Background: an optimization exercise with open tools, aiming at small area. Do not read the settings as production practice.
No functional check of the RTL was part of any run shown here.
No activity file was given, so power comes from the tool's default toggle rates.

==> flow/design.v <==
module dma_module #(
	parameter DATA_SIZE = 1280 * 720 * 3 / 8,
	parameter DATA_SIZE_LOG = 19,
	parameter BURST_SIZE = 16,
	parameter BURST_NUM = DATA_SIZE / BURST_SIZE
)
(
	input					read_active,
	input		[31:0]		read_address,
	output	reg				read_idle,
	input					write_active,
	input		[31:0]		write_address,
	output 	reg 			write_idle,
	output		[3:0]		rw_resp,
	input					m_axi_acp_aclk,
	input					axi_resetn,
	output	reg	[31:0]		m_axi_acp_araddr,
	output	reg				m_axi_acp_arvalid,
	input					m_axi_acp_arready,
	input		[2:0]		m_axi_acp_rid,
	input		[63:0]		m_axi_acp_rdata,
	input		[1:0]		m_axi_acp_rresp,
	input					m_axi_acp_rlast,
	input					m_axi_acp_rvalid,
	output					m_axi_acp_rready,
	output	reg	[31:0]		m_axi_acp_awaddr,
	output	reg				m_axi_acp_awvalid,
	input					m_axi_acp_awready,
	output		[63:0]		m_axi_acp_wdata,
	output					m_axi_acp_wlast,
	output					m_axi_acp_wvalid,
	input					m_axi_acp_wready,
	input		[2:0]		m_axi_acp_bid,
	input		[1:0]		m_axi_acp_bresp,
	input		[4:0]		m_axi_acp_buser,
	input					m_axi_acp_bvalid,
	output	reg				m_axi_acp_bready,
	output		[63:0]		mm2s_data,
	output					mm2s_valid,
	input					mm2s_ready,
	input		[63:0]		s2mm_data,
	input					s2mm_valid,
	output					s2mm_ready
);
	localparam [9:0] BN_HI = BURST_NUM / 32;
	reg	[DATA_SIZE_LOG-1:0]	rdata_count;
	reg						rdata_ch_active;
	reg	[4:0]				rdata_addr_count;
	reg	[DATA_SIZE_LOG-1:0]	wdata_count;
	reg						wdata_ch_active;
	reg	[1:0]				bresp;
	assign rw_resp = {m_axi_acp_rresp, bresp};
	wire ar_hs = m_axi_acp_arvalid & m_axi_acp_arready;
	wire r_beat = m_axi_acp_rready & m_axi_acp_rvalid;
	wire r_last = r_beat & m_axi_acp_rlast;
	wire aw_hs = m_axi_acp_awvalid & m_axi_acp_awready;
	wire w_beat = m_axi_acp_wvalid & m_axi_acp_wready;
	wire [9:0] r_ah = rdata_count[18:9];
	wire [4:0] r_al = rdata_count[8:4];
	wire r_ah_mid = (r_ah[9:1] == BN_HI[9:1]);
	wire r_done = r_ah_mid & r_ah[0] & (r_al == 5'd0);
	wire r_cnt_zero = (rdata_addr_count == 5'd0);
	wire r_sum_hit = r_ah_mid & (r_ah[0] == r_cnt_zero) & (((r_al + rdata_addr_count) & 5'h1f) == 5'd0);
	always @(posedge m_axi_acp_aclk) begin
		if (read_active)
			m_axi_acp_araddr <= read_address;
		else
			m_axi_acp_araddr[31:7] <= m_axi_acp_araddr[31:7] + ar_hs;
	end
	always @(posedge m_axi_acp_aclk) begin
		if (~axi_resetn)
			rdata_addr_count <= 0;
		else if (ar_hs & ~r_last)
			rdata_addr_count <= rdata_addr_count + 1;
		else if (~ar_hs & r_last)
			rdata_addr_count <= rdata_addr_count - 1;
	end
	always @(posedge m_axi_acp_aclk) begin
		if (~axi_resetn)
			m_axi_acp_arvalid <= 0;
		else
			m_axi_acp_arvalid <= ~read_idle & ~(&rdata_addr_count) & ~r_sum_hit;
	end
	always @(posedge m_axi_acp_aclk) begin
		if (~axi_resetn)
			rdata_ch_active <= 0;
		else
			rdata_ch_active <= ~r_cnt_zero;
	end
	always @(posedge m_axi_acp_aclk) begin
		if (~axi_resetn)
			read_idle <= 1;
		else if (r_done)
			read_idle <= 1;
		else if (read_active)
			read_idle <= 0;
	end
	always @(posedge m_axi_acp_aclk) begin
		if (~axi_resetn)
			rdata_count <= 0;
		else
			rdata_count <= rdata_count + r_beat;
	end
	assign mm2s_data = m_axi_acp_rdata;
	assign m_axi_acp_rready = mm2s_ready & rdata_ch_active;
	assign mm2s_valid = m_axi_acp_rvalid & rdata_ch_active;
	wire w_done = (wdata_count[18:4] == BURST_NUM);
	assign m_axi_acp_wlast = &wdata_count[3:0];
	always @(posedge m_axi_acp_aclk) begin
		if (write_active)
			m_axi_acp_awaddr <= write_address;
		else
			m_axi_acp_awaddr[31:10] <= m_axi_acp_awaddr[31:10] + aw_hs;
	end
	always @(posedge m_axi_acp_aclk) begin
		if (~axi_resetn)
			m_axi_acp_awvalid <= 0;
		else
			m_axi_acp_awvalid <= ~aw_hs & ~wdata_ch_active & ((wdata_count[3:0] == 0) | write_active) & ~write_idle;
	end
	always @(posedge m_axi_acp_aclk) begin
		if (~axi_resetn)
			wdata_ch_active <= 0;
		else if (aw_hs)
			wdata_ch_active <= 1;
		else if (w_beat)
			wdata_ch_active <= ~m_axi_acp_wlast;
	end
	always @(posedge m_axi_acp_aclk) begin
		if (~axi_resetn)
			write_idle <= 1;
		else if (w_done)
			write_idle <= 1;
		else if (write_active)
			write_idle <= 0;
	end
	always @(posedge m_axi_acp_aclk) begin
		if (~axi_resetn)
			wdata_count <= 0;
		else
			wdata_count <= wdata_count + w_beat;
	end
	assign m_axi_acp_wdata = s2mm_data;
	assign m_axi_acp_wvalid = s2mm_valid & wdata_ch_active;
	assign s2mm_ready = m_axi_acp_wready & wdata_ch_active;
	always @(posedge m_axi_acp_aclk) begin
		if (~axi_resetn)
			m_axi_acp_bready <= 0;
		else
			m_axi_acp_bready <= w_beat & m_axi_acp_wlast;
	end
	always @(posedge m_axi_acp_aclk) begin
		if (~axi_resetn)
			bresp <= 0;
		else if (w_beat)
			bresp <= m_axi_acp_bresp;
	end
endmodule
==> flow/run.sh <==
#!/bin/bash
# synth_recipe.tcl (not shown) runs the flow's synth.tcl, then flattens the netlist and writes it again
# the make line also repeats each setting of config.mk as NAME=value (left out here)
make -C /OpenROAD-flow-scripts/flow DESIGN_CONFIG=/design/flow/config.mk WORK_HOME=/design/flow/orfs CLKGATE_MAP_FILE= SYNTH_SCRIPT=/design/flow/synth_recipe.tcl finish
==> flow/config.mk <==
export PLATFORM = sky130hd
export DESIGN_NAME = dma_module
export DESIGN_NICKNAME = dma_module
export VERILOG_FILES = /design/flow/design.v
export SDC_FILE = /design/flow/constraint.sdc
export NUM_CORES = 4
export LEC_CHECK = 0
export CAP_MARGIN = 20
export CORE_MARGIN = 2
export CORE_UTILIZATION = 40
export SLEW_MARGIN = 20
==> flow/constraint.sdc <==
create_clock -name core_clock -period 2.5 [get_ports {m_axi_acp_aclk}]
set_input_delay 0.5000 -clock core_clock [delete_from_list [all_inputs] [get_ports {m_axi_acp_aclk}]]
set_output_delay 0.5000 -clock core_clock [all_outputs]
set_load 0.01 [all_outputs]
==> summary.md, run 1 <==
| Metric | Value |
|---|---|
| Total Routing Usage GR | 0.174 |
| Hold-fix buffers at CTS | 0 |
| Initial Utilization | 0.406 |
| Post-synth top cells | buf_4, dfxtp_1, nand2_1 |
| Critical path peak fanout | 3 |
| Clock Path Buffers | 2 |
| Core area | 0.0158 mm2 |
| Via density | 4.88 |
| EDFF count, synth | 17 |
| First-pass GRT wire length | 23600 um |
| PwrDens | roughly 650 mW/mm2 |
| Share of layout cells above drive strength 1 | 0.102 |
| CP max stage cell | clkdlybuf4s50_1 |
| Critical path launch point type | primary input |
| Final Power | 5.17 mW |
| Post-Synth XOR/XNOR Area | 0.111 |
| Count leader, synth | buf_4 |
| Avg Cell Area, Syn | 9.22 um2 |
| Top-area cell type share of the netlist area | 0.310 |
| Final setup viols | 0 |
| YS warnings | 1 |
| Sink Count | 116 |
| Fin. Hold Viols | 0 |
| IO Port Bufs | approximately 150 |
| Full die area | 0.0170 mm2 |
| Diodes inserted | 0 |
| DRC Markers | 0 |
| Worst skew pair latency | between 0.4 and 0.5 ns |
| Yosys top cell by area | dfxtp_1 |
| Yosys cell types | 45 |
| Skew final | 0.00631 ns |
| Die Wd | 130 um |
| Syn nets | between 900 and 1k |
| CTS tree | built |
| GRT Residual Overflow | 0 |
| Mapped cell area | around 0.0064 mm2 |
| Die Span Y | 130 um |
| Router iterations before antenna repair | 4 |
| Post-synthesis mux area share | 0.0186 |
| Worst Path Required | 2.80 ns |
| Post-synthesis cell count | 694 |
| CP Capture Type | flop |
| Worst-Margin Slew | 0.599 ns |
| Fin nets | 980 |
| Hold Path Class | flop to flop |
| Post-Synth Adder-Cell Area | 0.0375 |
| Synth area leaders | dfxtp_1, buf_4, edfxtp_1, xnor2_1, xor2_1 |
| Post-synthesis register bit count | about 120 |
| Max Cap Violations | 0 |
| Vias in the first global route | 4815 |
| Final core utilization | 0.504 |
| Minimum clock period | approximately 2.3 ns |
| Initial drt markers | 205 |
| RSZ-0062 raised after global routing | false |
| Rel. slew slack | 0.600 |
| Setup Fix Bufs, Post-CTS | 0 |
| Delay of the slowest critical-path stage | 0.47 ns |
| Sequential element share of the synthesized area | 0.389 |
| Wire length per cell | 15.3 um |
| Worst-path clk slew | 0.05 ns |
| CP bufs+invs | 2 |
| Post-Route WL | around 15000 um |
| Num CTS Buffers | 17 |
| Final Cycle Share | 0.910 |
| Io pins | 425 |
| Post_cts resized | 0 |
| Critical path's top delay family | simple AND/OR/NAND/NOR gates |
| Post-route ant nets | 0 |
| Htree depth | 4 |
| Largest net degree at the start of global routing | 54 |
| Top_reg_cell synth | dfxtp_1 |
| Largest family of logic cells by synthesized area | simple AND/OR/NAND/NOR gates |
| DP Wirelength | between 10000 and 15000 um |
| Ys async rst share | 0 |
| Max-slew violation count | 0 |
| RePlAce Congestion | 0.798 |
| Clock root buffer | clkbuf_16 |
| Status | complete, no violations |
| Synth Area in Compound Gates | 0.0540 |
| Crit-path most repeated cell | ha_1 |
| VDD IR-drop max | 0.000401 V |
| Max Freq | 439 MHz |
| Pleak | 3.14 nW |
| Area Overhead vs Synth | 24.2% |
| Num rows | 46 |
| Via count | ~4.7k |
| CP cell instances | clkdlybuf4s50_1 > and3_1 > ha_1 > ha_1 > nand3_1 > buf_4 > nor3_1 > nand4_1 > xnor2_1 > and2_1 |
| Initial antenna violation count | 0 |
| Post-Synth Simple-Gate Area | 0.216 |
| Crit Path Class | primary input to flop |
| Crit path DAT | about 2.6 ns |
## metrics by stage
step           setup slack [ns]  instance area (um2)  hold WS [ns]  TNS [ns]  instances
5_1_grt                  0.0131                 7950         0.547         0        972
3_3_place_gp             -0.115                 7360         0.464    -0.516        940
6_report                  0.224                 7950         0.490         0        972
2_1_floorplan             0.366                 6400         0.454         0        694
4_1_cts                   0.222                 7950         0.491         0        972
3_5_place_dp             -0.207                 7360         0.484     -1.33        940
## final cells by class
class,count,area [um2]
clock buffer,18,429
clock inverter,14,163
fill,1510,7820
inverter,15,56.3
multi-input combinational,413,2800
sequential,116,2490
tap,216,270
timing repair buffer,180,1740
## cell usage in the layout, fill, tap and decap left out, types with 6 or more instances in the layout
master,count
and2_1,42
dfxtp_1,99
xnor2_1,43
edfxtp_1,17
nor2_1,15
nand4_1,22
and3_1,18
mux2_2,7
nor3_1,6
clkdlybuf4s50_1,151
nand2_1,63
buf_4,27
xor2_1,38
ha_1,16
and4_1,9
clkbuf_16,17
o21ai_0,42
nand3_1,36
inv_1,15
## power by group
part	switching, mW	internal, mW	leakage [nW]
clock	0.846	1.56	0.281
sequential	0.115	2.01	0.983
combinational	0.244	0.395	1.88
total	1.20	3.96	3.14
## worst register-to-register path, delay by kind of cell, from the launching register on
kind / cells / cell delay [ns]
flip-flops: 1 / 0.33
buffers and inverters: 1 / 0.16
AND/OR/NAND/NOR: 5 / 0.87
XOR/XNOR: 1 / 0.16
adder cells (fa/ha/maj): 2 / 0.42
## cell families after synthesis
logic type / after synthesis
AO/OA/AOI/OAI: 62
multiplexers: 11
XOR/XNOR: 81
adder cells (fa/ha/maj): 18
buffers and inverters: 165
flip-flops: 116
AND/OR/NAND/NOR: 241
## final timing paths
check                       start  slack (ns)              end  depth (start not counted)
setup / recovery       mm2s_ready        0.22  rdata_count[18]                         10
hold / removal    wdata_count[16]        0.49  wdata_count[16]                          2
setup reg to reg  rdata_ch_active        0.45  rdata_count[18]                          9
hold reg to reg   wdata_count[16]        0.49  wdata_count[16]                          2
## sequential cells by signal, indices dropped and copies added (netlist names), 2 cells and up
name and count:
m_axi_acp_araddr 32, m_axi_acp_awaddr 32, rdata_count 19, wdata_count 19, rdata_addr_count 5, bresp 2
## metal layers
metal	vias up	wire length, um	share of wire	global-route usage
met5	-	0	0	0.0118
met4	0	718	0.048	0.120
met3	98	1080	0.073	0.0456
met2	206	7240	0.49	0.293
met1	2127	5840	0.39	0.191
li1	2313	-	-	-
==> run 2: changes to the inputs <==
==> flow/flow/run.sh (new file) <==
#!/bin/bash
# Standard ORFS layout, with small port buffers and a lighter clock tree.
set -euo pipefail
cd "$(dirname "$0")/.."
cat >> config.mk <<'MK'
export BUFFER_PORTS_ARGS = -buffer_cell sky130_fd_sc_hd__buf_1
export CTS_ARGS = -sink_clustering_enable -repair_clock_nets -dont_use_dummy_load
MK
bash standard.sh > standard.log 2>&1
==> flow/standard.sh (new file) <==
#!/bin/bash
# synth_recipe.tcl (not shown) runs the flow's synth.tcl, then flattens the netlist and writes it again
# the make line also repeats each setting of config.mk as NAME=value (left out here)
make -C /OpenROAD-flow-scripts/flow DESIGN_CONFIG=/design/flow/config.mk WORK_HOME=/design/flow/orfs CLKGATE_MAP_FILE= SYNTH_SCRIPT=/design/flow/synth_recipe.tcl "${@:-finish}"
--- a/flow/config.mk
+++ b/flow/config.mk
@@ -9,3 +9,5 @@
 export CORE_MARGIN = 2
 export CORE_UTILIZATION = 40
 export SLEW_MARGIN = 20
+export BUFFER_PORTS_ARGS = -buffer_cell sky130_fd_sc_hd__buf_1
+export CTS_ARGS = -sink_clustering_enable -repair_clock_nets -dont_use_dummy_load
removed: flow/run.sh
==> run 2 against run 1 <==
Net effect:
- die area unchanged
- critical path depth down 1
- maximum frequency up 11%
- largest cell class unchanged
- clock skew up 0.010 ns
==> summary.md, run 2 <==
| Metric | Value |
|---|---|
| Status | complete, no violations (unchanged) |
| Max Freq | 487 MHz (was 439 MHz) |
| RSZ-0062 raised after global routing | false (unchanged) |
| Max Cap Violations | 0 (unchanged) |
| Final Cycle Share | 0.821 (was 0.910) |
| Filler cell count | 1593 (was 1510) |
| Via density | 4.81 (was 4.88) |
| Post-Synth XOR/XNOR Area | 0.111 (unchanged) |
| Initial antenna violation count | 0 (unchanged) |
| Total Routing Usage GR | 0.154 (was 0.174) |
| Non-filler instance count after layout | 940 (was 972) |
| Minimum clock period | 2.05 ns (was 2.28 ns) |
| Vias in the first global route | 4153 (was 4815) |
| Mapped cell area | 0.00640 mm2 (unchanged) |
| YS warnings | 1 (unchanged) |
| DRC Markers | 0 (unchanged) |
| Post_cts resized | 0 (unchanged) |
| Flop pwr share | 0.481 (was 0.411) |
| Most frequent cells in the layout | buf_1, dfxtp_1, nand2_1, xnor2_1 (was clkdlybuf4s50_1, dfxtp_1, nand2_1, xnor2_1) |
| Via count | 4526 (was 4744) |
| Core area | 0.0158 mm2 (unchanged) |
| Worst-Margin Slew | 0.825 ns (was 0.599 ns) |
| Sequential element share of the synthesized area | 0.389 (unchanged) |
| Rel. slew slack | 0.450 (was 0.600) |
| Syn nets | 931 (unchanged) |
| Logic pwr share | 0.095 (was 0.124) |
| Net Sw Power | 1.05 mW (was 1.20 mW) |
| Clock root buffer | clkbuf_16 (unchanged) |
| Worst-path clk slew | 0.05 ns (about the same) |
| Post-synthesis register bit count | 116 (unchanged) |
| Count leader, synth | buf_4 (unchanged) |
| Post-synthesis mux area share | 0.0186 (unchanged) |
| Hold Path Class | primary input to flop (was flop to flop) |
| Commonest non-fill, non-tap cell in the layout | buf_1 (was clkdlybuf4s50_1) |
| Placed cell count | 923 (was 940) |
| IO Port Bufs | 152 (unchanged) |
| Fin. Hold Viols | 0 (unchanged) |
| Post-route ant nets | 0 (unchanged) |
| Die Span Y | 130 um (unchanged) |
| Worst skew pair latency | 0.41 ns (about the same) |
| Largest net degree at the start of global routing | 54 (unchanged) |
| Clock Path Buffers | 2 (unchanged) |
| Sw frac | 0.238 (was 0.233) |
| Post-synth top cells | buf_4, dfxtp_1, nand2_1 (unchanged) |
| Crit path DAT | 2.38 ns (was 2.57 ns) |
| Wire length per cell | 14.3 um (was 15.3 um) |
| Num rows | 46 (unchanged) |
| Max-slew violation count | 0 (unchanged) |
| Critical path peak fanout | 4 (was 3) |
| Full die area | 0.0170 mm2 (unchanged) |
| Final setup viols | 0 (unchanged) |
| Die Wd | 130 um (unchanged) |
| Area Overhead vs Synth | 4.65% (was 24.2%) |
| Pleak | 2.58 nW (was 3.14 nW) |
| EDFF count, synth | 17 (unchanged) |
| DP Wirelength | 10100 um (was 11300 um) |
| Biggest regs | m_axi_acp_araddr (32), m_axi_acp_awaddr (32) (unchanged) |
| Top-area cell type share of the netlist area | 0.310 (unchanged) |
| Critical path launch point type | flop (was primary input) |
| Avg Cell Area, Syn | 9.22 um2 (unchanged) |
| Crit Path Class | flop to flop (was primary input to flop) |
| CP Capture Type | flop (unchanged) |
| RePlAce Congestion | 0.773 (was 0.798) |
| Initial Utilization | 0.406 (unchanged) |
| Share of layout cells above drive strength 1 | 0.0649 (was 0.102) |
| Internal cell power | 3.36 mW (was 3.96 mW) |
| Ys async rst share | 0 (unchanged) |
| Post-Route WL | 13500 um (was 14900 um) |
| Sink Count | 116 (unchanged) |
| Setup tns final | 0 ns (unchanged) |
| Synth area leaders | dfxtp_1, buf_4, edfxtp_1, xnor2_1, xor2_1 (unchanged) |
| First-pass GRT wire length | 20500 um (was 23600 um) |
| Clock group share of total power | 0.424 (was 0.465) |
| Yosys top cell by area | dfxtp_1 (unchanged) |
| Hold-fix buffers at CTS | 0 (unchanged) |
| Yosys cell types | 45 (unchanged) |
| Synth Area in Compound Gates | 0.0540 (unchanged) |
| Setup Fix Bufs, Post-CTS | 0 (unchanged) |
| Post-Synth Adder-Cell Area | 0.0375 (unchanged) |
| Htree depth | 4 (unchanged) |
| GRT Residual Overflow | 0 (unchanged) |
| Post-synthesis cell count | 694 (unchanged) |
| PwrDens | 660 mW/mm2 (was 650 mW/mm2) |
| CTS tree | built (unchanged) |
| VDD IR-drop max | 0.000457 V (was 0.000401 V) |
| Router iterations before antenna repair | 5 (was 4) |
| Post-Synth Simple-Gate Area | 0.216 (unchanged) |
| Num CTS Buffers | 17 (unchanged) |
| Fin nets | 963 (was 980) |
| Worst Path Required | 2.83 ns (was 2.80 ns) |
| Largest family of logic cells by synthesized area | simple AND/OR/NAND/NOR gates (unchanged) |
| Diodes inserted | 0 (unchanged) |
| Io pins | 425 (unchanged) |
| Top_reg_cell synth | dfxtp_1 (unchanged) |
| Skew final | 0.0166 ns (was 0.00631 ns) |
| Initial drt markers | 220 (was 205) |
==> run 2: cell counts after synthesis <==
No cell type changed its count.
==> run 2: path summary, 6_finish.rpt <==
path	end	slack, ns	startpoint	cells past startpoint
min	m_axi_acp_awaddr[2]	0.26	write_address[2]	1
max reg2reg	rdata_addr_count[4]	0.45	rdata_ch_active	9
max	rdata_addr_count[4]	0.45	rdata_ch_active	9
min reg2reg	wdata_count[16]	0.48	wdata_count[16]	2
==> run 2: critical path, stage by stage, from the launching register on <==
cell,delay (ns)
dfxtp_1,0.33
and3_1,0.19
nand2_1,0.07
ha_1,0.22
inv_1,0.13
ha_1,0.28
a21o_1,0.17
a21oi_1,0.17
mux2i_1,0.24
mux2i_1,0.20
==> run 2: area by class of cell <==
| type | count | area [um2] | area share |
|---|---|---|---|
| Clock buffer | 17 | 425 | 0.0635 |
| Sequential cell | 116 | 2490 | 0.372 |
| Inverter | 15 | 56.3 | 0.00841 |
| Tap cell | 216 | 270 | 0.0404 |
| Multi-Input combinational cell | 413 | 2800 | 0.418 |
| Timing Repair Buffer | 163 | 656 | 0.0979 |
==> run 2: metal layers <==
| layer | track usage | wire length [um] |
|---|---|---|
| met3 | 0.0639 | 1020 |
| met1 | 0.174 | 5640 |
| met5 | 0.0118 | 0 |
| met2 | 0.241 | 6240 |
| met4 | 0.0970 | 585 |
==> run 2: through the flow <==
step / hold WS, ns / setup slack (ns) / power [mW] / instance area (um2) / utilization
4_1_cts: 0.240 / 0.420 / 4.49 / 6700 / 0.425
6_report: 0.262 / 0.448 / 4.42 / 6700 / 0.425
3_5_place_dp: 0.480 / 0.181 / 2.58 / 6270 / 0.398
2_1_floorplan: 0.454 / 0.366 / 2.60 / 6400 / -
3_3_place_gp: 0.472 / 0.179 / 2.58 / 6270 / 0.398
5_1_grt: 0.240 / 0.270 / 4.64 / 6700 / 0.425
==> run 2: logic make-up (layout without fill, tap and decap cells) <==
| family | Yosys count | count (layout) |
|---|---|---|
| DFF | 116 | 116 |
| and+or+nand+nor | 241 | 241 |
| xor gates and xnor gates | 81 | 81 |
| muxes | 11 | 11 |
| AOI/OAI and AO/OA | 62 | 62 |
| adders and majority gates | 18 | 18 |
| buffers and inverters | 165 | 195 |
==> run 2: power groups by stage <==
stage	clock [mW]	sequential (mW)	combinational [mW]
2_1_floorplan	0	2.19	0.418
3_3_place_gp	0	2.16	0.421
3_5_place_dp	0	2.16	0.424
4_1_cts	1.94	2.12	0.427
5_1_grt	2.03	2.14	0.477
6_report	1.88	2.12	0.419
==> run 3: changes to the inputs <==
==> flow/flow/run.sh (replaced) <==
#!/bin/bash
set -euo pipefail
cd "$(dirname "$0")/.."
cat >> config.mk <<'MK'
export BUFFER_PORTS_ARGS = -buffer_cell sky130_fd_sc_hd__buf_1
export CTS_ARGS = -sink_clustering_enable -repair_clock_nets -dont_use_dummy_load -buf_list {sky130_fd_sc_hd__clkbuf_2 sky130_fd_sc_hd__clkbuf_4 sky130_fd_sc_hd__clkbuf_8}
MK
bash standard.sh > standard.log 2>&1
--- a/flow/config.mk
+++ b/flow/config.mk
@@ -10,4 +10,4 @@
 export CORE_UTILIZATION = 40
 export SLEW_MARGIN = 20
 export BUFFER_PORTS_ARGS = -buffer_cell sky130_fd_sc_hd__buf_1
-export CTS_ARGS = -sink_clustering_enable -repair_clock_nets -dont_use_dummy_load
+export CTS_ARGS = -sink_clustering_enable -repair_clock_nets -dont_use_dummy_load -buf_list {sky130_fd_sc_hd__clkbuf_2 sky130_fd_sc_hd__clkbuf_4 sky130_fd_sc_hd__clkbuf_8}
==> run 3 against run 2 <==
Net effect:
- final cell count did not move
- sequential share of layout area rose by 1.1 points
- routed wire length barely moved
- non-clock buffer count did not move
- die area did not move
- clock power fell by 35%
- area after synthesis did not move
- clock skew rose by 0.010 ns
- clock-buffer cell count did not move
- power fell by 15%
- largest cell class unchanged
==> summary.md, run 3 <==
| Metric | Value |
|---|---|
| Status | complete, no violations (unchanged) |
| Avg Cell Area, Syn | 9.22 um2 (unchanged) |
| DP Wirelength | 10100 um (unchanged) |
| Non-filler instance count after layout | 940 (unchanged) |
| First-pass GRT wire length | 20500 um (about the same) |
| Synth Area in Compound Gates | 0.0540 (unchanged) |
| Via count | 4545 (was 4526) |
| Minimum clock period | 2.08 ns (was 2.05 ns) |
| Crit Path Class | flop to flop (unchanged) |
| Final Cycle Share | 0.831 (was 0.821) |
| Core area | 0.0158 mm2 (unchanged) |
| Critical path peak fanout | 3 (was 4) |
| Placed cell count | 923 (unchanged) |
| Critical path's top delay family | simple AND/OR/NAND/NOR gates (was adder cells) |
| IO Port Bufs | 152 (unchanged) |
| Syn nets | 931 (unchanged) |
| Worst skew pair latency | 0.44 ns (was 0.41 ns) |
| DRC Markers | 0 (unchanged) |
| PwrDens | 577 mW/mm2 (was 660 mW/mm2) |
| Max Cap Violations | 0 (unchanged) |
| Setup tns final | 0 ns (unchanged) |
| Hold Path Class | primary input to flop (unchanged) |
| Post-synth top cells | buf_4, dfxtp_1, nand2_1 (unchanged) |
| Worst Path Required | 2.80 ns (was 2.83 ns) |
| Clock Path Buffers | 2 (unchanged) |
| Top_reg_cell synth | dfxtp_1 (unchanged) |
| Multi-input gate area | 0.00280 mm2 (unchanged) |
| Post-Synth Simple-Gate Area | 0.216 (unchanged) |
| CP Capture Type | flop (unchanged) |
| Full die area | 0.0170 mm2 (unchanged) |
| Total Routing Usage GR | 0.154 (about the same) |
| Commonest non-fill, non-tap cell in the layout | buf_1 (unchanged) |
| RSZ-0062 raised after global routing | false (unchanged) |
| Worst-path clk slew | 0.06 ns (was 0.05 ns) |
| Hold-fix buffers at CTS | 0 (unchanged) |
| CP max stage cell | dfxtp_1 (unchanged) |
| Die Wd | 130 um (unchanged) |
| VDD IR-drop max | 0.000296 V (was 0.000457 V) |
| CTS tree | built (unchanged) |
| Via density | 4.84 (was 4.81) |
| Initial Utilization | 0.406 (unchanged) |
| GRT Residual Overflow | 0 (unchanged) |
| Post-synthesis cell count | 694 (unchanged) |
| Clock root buffer | clkbuf_8 (was clkbuf_16) |
| Num rows | 46 (unchanged) |
| Post-Synth XOR/XNOR Area | 0.111 (unchanged) |
| Post-Route WL | 13500 um (about the same) |
| Io pins | 425 (unchanged) |
| Pleak | 2.49 nW (was 2.58 nW) |
| Biggest regs | m_axi_acp_araddr (32), m_axi_acp_awaddr (32) (unchanged) |
| Fin nets | 963 (unchanged) |
| Post_cts resized | 0 (unchanged) |
| Sequential element share of the synthesized area | 0.389 (unchanged) |
| Max Freq | 481 MHz (was 487 MHz) |
| Diodes inserted | 0 (unchanged) |
| Count leader, synth | buf_4 (unchanged) |
| Post-synthesis mux area share | 0.0186 (unchanged) |
| Sink Count | 116 (unchanged) |
| Yosys top cell by area | dfxtp_1 (unchanged) |
| Initial drt markers | 177 (was 220) |
| Post-Synth Adder-Cell Area | 0.0375 (unchanged) |
| Rel. slew slack | 0.455 (was 0.450) |
| Mapped cell area | 0.00640 mm2 (unchanged) |
| EDFF count, synth | 17 (unchanged) |
| YS warnings | 1 (unchanged) |
| Most frequent cells in the layout | buf_1, dfxtp_1, nand2_1, xnor2_1 (unchanged) |
| Critical path launch point type | flop (unchanged) |
| Delay of the slowest critical-path stage | 0.31 ns (was 0.33 ns) |
| Wire length per cell | 14.4 um (was 14.3 um) |
| CP bufs+invs | 0 (was 1) |
| Fin. Hold Viols | 0 (unchanged) |
| Max-slew violation count | 0 (unchanged) |
| Post-route ant nets | 0 (unchanged) |
| Area Overhead vs Synth | 1.66% (was 4.65%) |
| Crit path DAT | 2.38 ns (about the same) |
| CP cell instances | and2_1 > ha_1 > ha_1 > nand4_1 > nor4_4 > nand3_1 > xnor2_1 > mux2_2 (was and3_1 > nand2_1 > ha_1 > inv_1 > ha_1 > a21o_1 > a21oi_1 > mux2i_1 > mux2i_1) |
| Htree depth | 4 (unchanged) |
| Yosys cell types | 45 (unchanged) |
| Initial antenna violation count | 0 (unchanged) |
| Router iterations before antenna repair | 4 (was 5) |
| Post-synthesis register bit count | 116 (unchanged) |
| Ys async rst share | 0 (unchanged) |
| Skew final | 0.0266 ns (was 0.0166 ns) |
| Largest net degree at the start of global routing | 54 (unchanged) |
| Largest family of logic cells by synthesized area | simple AND/OR/NAND/NOR gates (unchanged) |
| Filler cell count | 1615 (was 1593) |
| Share of layout cells above drive strength 1 | 0.0649 (unchanged) |
| Setup Fix Bufs, Post-CTS | 0 (unchanged) |
| Top-area cell type share of the netlist area | 0.310 (unchanged) |
| Worst-Margin Slew | 0.818 ns (was 0.825 ns) |
| Final setup viols | 0 (unchanged) |
| Vias in the first global route | 4154 (was 4153) |
| RePlAce Congestion | 0.773 (unchanged) |
| Sequential Area | 0.00249 mm2 (unchanged) |
| Synth area leaders | dfxtp_1, buf_4, edfxtp_1, xnor2_1, xor2_1 (unchanged) |
| Crit-path most repeated cell | ha_1 |
| Num CTS Buffers | 17 (unchanged) |
| Die Span Y | 130 um (unchanged) |
run 3: final cells by class:
type,instances,area share
Tap cell,216,0.0415
Sequential cell,116,0.383
Inverter,15,0.00865
Timing Repair Buffer,163,0.101
Clock buffer,17,0.0360
Multi-Input combinational cell,413,0.430
run 3: path summary, 6_finish.rpt:
path | cells after the start | endpoint | from | slack [ns]
max | 8 | m_axi_acp_araddr[31] | m_axi_acp_arvalid | 0.42
min | 1 | m_axi_acp_araddr[1] | read_address[1] | 0.24
max reg2reg | 8 | m_axi_acp_araddr[31] | m_axi_acp_arvalid | 0.42
min reg2reg | 2 | wdata_count[16] | wdata_count[16] | 0.49
run 3: power by group:
| part | internal (mW) | switching [mW] | total, mW | leakage, nW |
|---|---|---|---|---|
| registers | 2.01 | 0.111 | 2.12 | 0.983 |
| logic | 0.185 | 0.235 | 0.419 | 1.39 |
| clock network | 0.594 | 0.621 | 1.22 | 0.122 |
run 3: metrics by stage:
stage                     utilization  setup WS [ns]  cell area, um2  hold slack (ns)  total power [mW]
final                           0.413          0.422            6510            0.238              3.75
after global routing            0.413          0.268            6510            0.206              3.98
after CTS                       0.413          0.415            6510            0.206              3.82
after detailed placement        0.398          0.181            6270            0.480              2.58
after global placement          0.398          0.179            6270            0.472              2.58
after floorplan                     -          0.366            6400            0.454              2.60
run 3: kinds of logic (layout without fill, tap and decap cells):
group           count (synthesis)  in the layout
compound gates                 62             62
xor+xnor                       81             81
fa+ha+maj                      18             18
buf+inv                       165            195
flops                         116            116
mux                            11             11
simple gates                  241            241
run 3: per-layer routing:
layer	GRT usage	up-vias	part of all wire
li1	-	2263	-
met1	0.173	2012	0.41
met2	0.242	186	0.47
met3	0.0586	84	0.080
met4	0.102	0	0.044
met5	0.0118	-	0
==> run 4: changes to the inputs <==
==> flow/flow/run.sh (replaced) <==
#!/bin/bash
set -euo pipefail
cd "$(dirname "$0")/.."
cat >> config.mk <<'MK'
export BUFFER_PORTS_ARGS = -buffer_cell sky130_fd_sc_hd__buf_1
export CTS_ARGS = -sink_clustering_enable -repair_clock_nets -dont_use_dummy_load -buf_list {sky130_fd_sc_hd__clkbuf_4} -sink_clustering_size 30 -sink_clustering_max_diameter 100
MK
bash standard.sh > standard.log 2>&1
--- a/flow/config.mk
+++ b/flow/config.mk
@@ -10,4 +10,4 @@
 export CORE_UTILIZATION = 40
 export SLEW_MARGIN = 20
 export BUFFER_PORTS_ARGS = -buffer_cell sky130_fd_sc_hd__buf_1
-export CTS_ARGS = -sink_clustering_enable -repair_clock_nets -dont_use_dummy_load -buf_list {sky130_fd_sc_hd__clkbuf_2 sky130_fd_sc_hd__clkbuf_4 sky130_fd_sc_hd__clkbuf_8}
+export CTS_ARGS = -sink_clustering_enable -repair_clock_nets -dont_use_dummy_load -buf_list {sky130_fd_sc_hd__clkbuf_4} -sink_clustering_size 30 -sink_clustering_max_diameter 100
==> run 4 against run 3 <==
Net effect:
- still clean
- combinational power is essentially flat
- final cell count grew 0.11%
- sequential power is essentially flat
- non-clock buffer count is the same
- first-iteration DRC count grew 4.5%
- design area shrank 1.6%
- sequential cell count is the same
- worst setup slack gained 0.026 ns
- core utilization shrank 0.66 points
- sequential share of layout area grew 0.62 points
- highest routed layer unchanged
==> summary.md, run 4 <==
| Metric | Value |
|---|---|
| Setup Fix Bufs, Post-CTS | 0 (unchanged) |
| Crit-path most repeated cell | ha_1 (unchanged) |
| Full die area | 0.0170 mm2 (unchanged) |
| Ys async rst share | 0 (unchanged) |
| GRT Residual Overflow | 0 (unchanged) |
| Io pins | 425 (unchanged) |
| Die Span Y | 130 um (unchanged) |
| Initial Utilization | 0.406 (unchanged) |
| Placed Area | 0.00627 mm2 (unchanged) |
| Post_cts resized | 0 (unchanged) |
| Worst-path clk slew | 0.10 ns (was 0.06 ns) |
| Top-area cell type share of the netlist area | 0.310 (unchanged) |
| Die Wd | 130 um (unchanged) |
| Max-slew violation count | 0 (unchanged) |
| Delay of the slowest critical-path stage | 0.32 ns (was 0.31 ns) |
| Num CTS Buffers | 17 (unchanged) |
| Initial drt markers | 185 (was 177) |
| YS warnings | 1 (unchanged) |
| Commonest non-fill, non-tap cell in the layout | buf_1 (unchanged) |
| Total Routing Usage GR | 0.153 (was 0.154) |
| Critical path launch point type | flop (unchanged) |
| Router iterations before antenna repair | 4 (unchanged) |
| Post-route ant nets | 0 (unchanged) |
| Max Cap Violations | 0 (unchanged) |
| Crit Path Class | flop to flop (unchanged) |
| Minimum clock period | 2.05 ns (was 2.08 ns) |
| Crit path DAT | 2.44 ns (was 2.38 ns) |
| Pleak | 2.45 nW (was 2.49 nW) |
| Fin nets | 963 (unchanged) |
| Avg Cell Area, Syn | 9.22 um2 (unchanged) |
| PwrDens | 535 mW/mm2 (was 577 mW/mm2) |
| Max Freq | 487 MHz (was 481 MHz) |
| Levels on crit path | 8 (unchanged) |
| Post-synthesis cell count | 694 (unchanged) |
| Sink Count | 116 (unchanged) |
| Skew final | 0.0388 ns (was 0.0266 ns) |
| Biggest regs | m_axi_acp_araddr (32), m_axi_acp_awaddr (32) (unchanged) |
| Worst-Margin Slew | 0.820 ns (was 0.818 ns) |
| Hold Path Class | primary input to flop (unchanged) |
| Worst Reg-to-Reg Cells | 8 (unchanged) |
| CTS tree | built (unchanged) |
| VDD IR-drop max | 0.000209 V (was 0.000296 V) |
| Setup crit end | m_axi_acp_araddr[31] (unchanged) |
| Status | complete, no violations (unchanged) |
| Rel. slew slack | 0.454 (was 0.455) |
| Htree depth | 4 (unchanged) |
| Syn nets | 931 (unchanged) |
| DP Wirelength | 10100 um (unchanged) |
| Mapped cell area | 0.00640 mm2 (unchanged) |
| Initial antenna violation count | 1 (was 0) |
| Internal reg-to-reg setup slack | 0.45 ns (was 0.42 ns) |
| Vias in the first global route | 4142 (was 4154) |
| Synth area leaders | dfxtp_1, buf_4, edfxtp_1, xnor2_1, xor2_1 (unchanged) |
| Via density | 4.80 (was 4.84) |
| FF-to-FF End | m_axi_acp_araddr[31] (unchanged) |
| Clock Path Buffers | 2 (unchanged) |
| Largest net degree at the start of global routing | 54 (unchanged) |
| IO Port Bufs | 152 (unchanged) |
| Top_reg_cell synth | dfxtp_1 (unchanged) |
| Critical path's top delay family | simple AND/OR/NAND/NOR gates (unchanged) |
| Crit path from | m_axi_acp_arvalid (unchanged) |
| Post-Route WL | 13400 um (was 13500 um) |
| Yosys cell types | 45 (unchanged) |
| EDFF count, synth | 17 (unchanged) |
| Via count | 4515 (was 4545) |
| Clock root buffer | clkbuf_4 (was clkbuf_8) |
| Num rows | 46 (unchanged) |
| Share of layout cells above drive strength 1 | 0.0649 (unchanged) |
| Most frequent cells in the layout | buf_1, dfxtp_1, nand2_1, xnor2_1 (unchanged) |
| Yosys top cell by area | dfxtp_1 (unchanged) |
| Fin. Hold Viols | 0 (unchanged) |
| Post-synth top cells | buf_4, dfxtp_1, nand2_1 (unchanged) |
| Final setup viols | 0 (unchanged) |
| Hold-fix buffers at CTS | 0 (unchanged) |
| RSZ-0062 raised after global routing | false (unchanged) |
| RR Startpoint | m_axi_acp_arvalid (unchanged) |
| Hold Path Cell Cnt | 1 (unchanged) |
| CP max stage cell | dfxtp_1 (unchanged) |
| Worst skew pair latency | 0.53 ns (was 0.44 ns) |
| DRC Markers | 0 (unchanged) |
| Wire length per cell | 14.2 um (was 14.4 um) |
| CP cell instances | and2_1 > ha_1 > ha_1 > nand4_1 > nor4_4 > nand3_1 > xnor2_1 > mux2_2 (unchanged) |
| Count leader, synth | buf_4 (unchanged) |
| CP bufs+invs | 0 (unchanged) |
| Setup tns final | 0 ns (unchanged) |
| First-pass GRT wire length | 20400 um (was 20500 um) |
| Worst Path Required | 2.88 ns (was 2.80 ns) |
| RePlAce Congestion | 0.773 (unchanged) |
| Sequential element share of the synthesized area | 0.389 (unchanged) |
| Post-synthesis register bit count | 116 (unchanged) |
| Area Overhead vs Synth | 0.0391% (was 1.66%) |
| Core area | 0.0158 mm2 (unchanged) |
| Final Cell Area | 0.00640 mm2 (was 0.00651 mm2) |
| CP Capture Type | flop (unchanged) |
| Critical path peak fanout | 3 (unchanged) |
| Final Cycle Share | 0.821 (was 0.831) |
==> run 4: cell types whose count changed in the layout (fill, tap and decap cells not counted) <==
cell	change
clkbuf_8	-17
clkbuf_4	+17
diode_2	+1
==> run 4: logic make-up (layout without fill, tap and decap cells) <==
family,after synthesis,in the layout,share of synthesized area
buffers and inverters,165,195,0.173
adder cells (fa/ha/maj),18,18,0.0375
AND/OR/NAND/NOR,241,241,0.216
XOR/XNOR,81,81,0.111
multiplexers,11,11,0.0186
other,0,1,0
flip-flops,116,116,0.389
AO/OA/AOI/OAI,62,62,0.0540
==> run 4: cell type report <==
class	instances	area (um2)
Timing Repair Buffer	163	656
Inverter	15	56.3
Antenna cell	1	2.50
Clock buffer	17	128
Sequential cell	116	2490
Tap cell	216	270
Multi-Input combinational cell	413	2800
Fill cell	1622	9370
==> run 4: power by group <==
group / leakage [nW] / switching, mW / total (mW) / internal, mW
Sequential: 0.983 / 0.110 / 2.12 / 2.00
Combinational: 1.39 / 0.234 / 0.419 / 0.184
Clock: 0.0782 / 0.583 / 0.893 / 0.310
Total: 2.45 / 0.928 / 3.43 / 2.50
==> run 4: metrics by stage <==
stage	utilization	hold slack, ns	total power [mW]	instances	setup slack, ns
final	0.406	0.144	3.43	941	0.448
after global routing	0.406	0.0978	3.64	941	0.262
after CTS	0.406	0.0905	3.49	940	0.415
after detailed placement	0.398	0.480	2.58	923	0.181
after global placement	0.398	0.472	2.58	923	0.179
after floorplan	-	0.454	2.60	694	0.366
==> run 4: how the worst min path moves through the flow <==
stage                     startpoint             endpoint  slack, ns
floorplan            wdata_count[16]      wdata_count[16]       0.45
global placement     wdata_count[16]      wdata_count[16]       0.47
finish              write_address[2]  m_axi_acp_awaddr[2]       0.14
CTS                 write_address[3]  m_axi_acp_awaddr[3]       0.09
detailed placement   wdata_count[16]      wdata_count[16]       0.48
global route        write_address[4]  m_axi_acp_awaddr[4]        0.1
==> run 4: worst register-to-register path, stage by stage, from the launching register on <==
cell and delay (ns):
dfxtp_1 0.32, and2_1 0.15, ha_1 0.23, ha_1 0.23, nand4_1 0.17, nor4_4 0.28, nand3_1 0.16, xnor2_1 0.15
mux2_2 0.25
==> run 4: routing by layer <==
layer  GRT usage  vias up  routed length [um]
li1            -     2268                   -
met1       0.172     1987                5520
met2       0.241      173                6230
met3      0.0611       87                1070
met4      0.0970        0                 591
met5      0.0118        -                   0

==> re-timing with driven ports <==
No port has a modelled driver above. Below, the same layouts with a new extraction and two added sets of constraints. Step 1, drivers: a clkbuf_16 drives m_axi_acp_aclk and a buf_2 each remaining input, both assumed. Step 2 times the ports against the registers' clock, not the clock port: input delays grow and output delays shrink by t, the midpoint of the rising clock arrivals with the driver on. a / b / c = ideal / step 1 / step 2; a / b = the first two.
run	shift t [ns]	setup WS [ns]	hold WS [ns]	latest minus earliest clock arrival (ns)	worst data-port slew with drivers (ns)
run 1	0.442	0.224 / 0.238 / -0.204	0.490 / 0.490 / 0.490	0.007 / 0.008	0.10
run 2	0.441	0.448 / 0.448 / 0.158	0.262 / 0.255 / 0.485	0.019 / 0.019	0.10
run 3	0.458	0.422 / 0.422 / 0.158	0.238 / 0.231 / 0.486	0.027 / 0.027	0.10
run 4	0.540	0.448 / 0.448 / 0.169	0.144 / 0.145 / 0.489	0.041 / 0.041	0.10
Met with ideal ports but missed after step 2: setup timing in run 1. The setup slack of run 1, which loses most, moves by +0.014 ns with the drivers and by -0.428 ns with both steps.
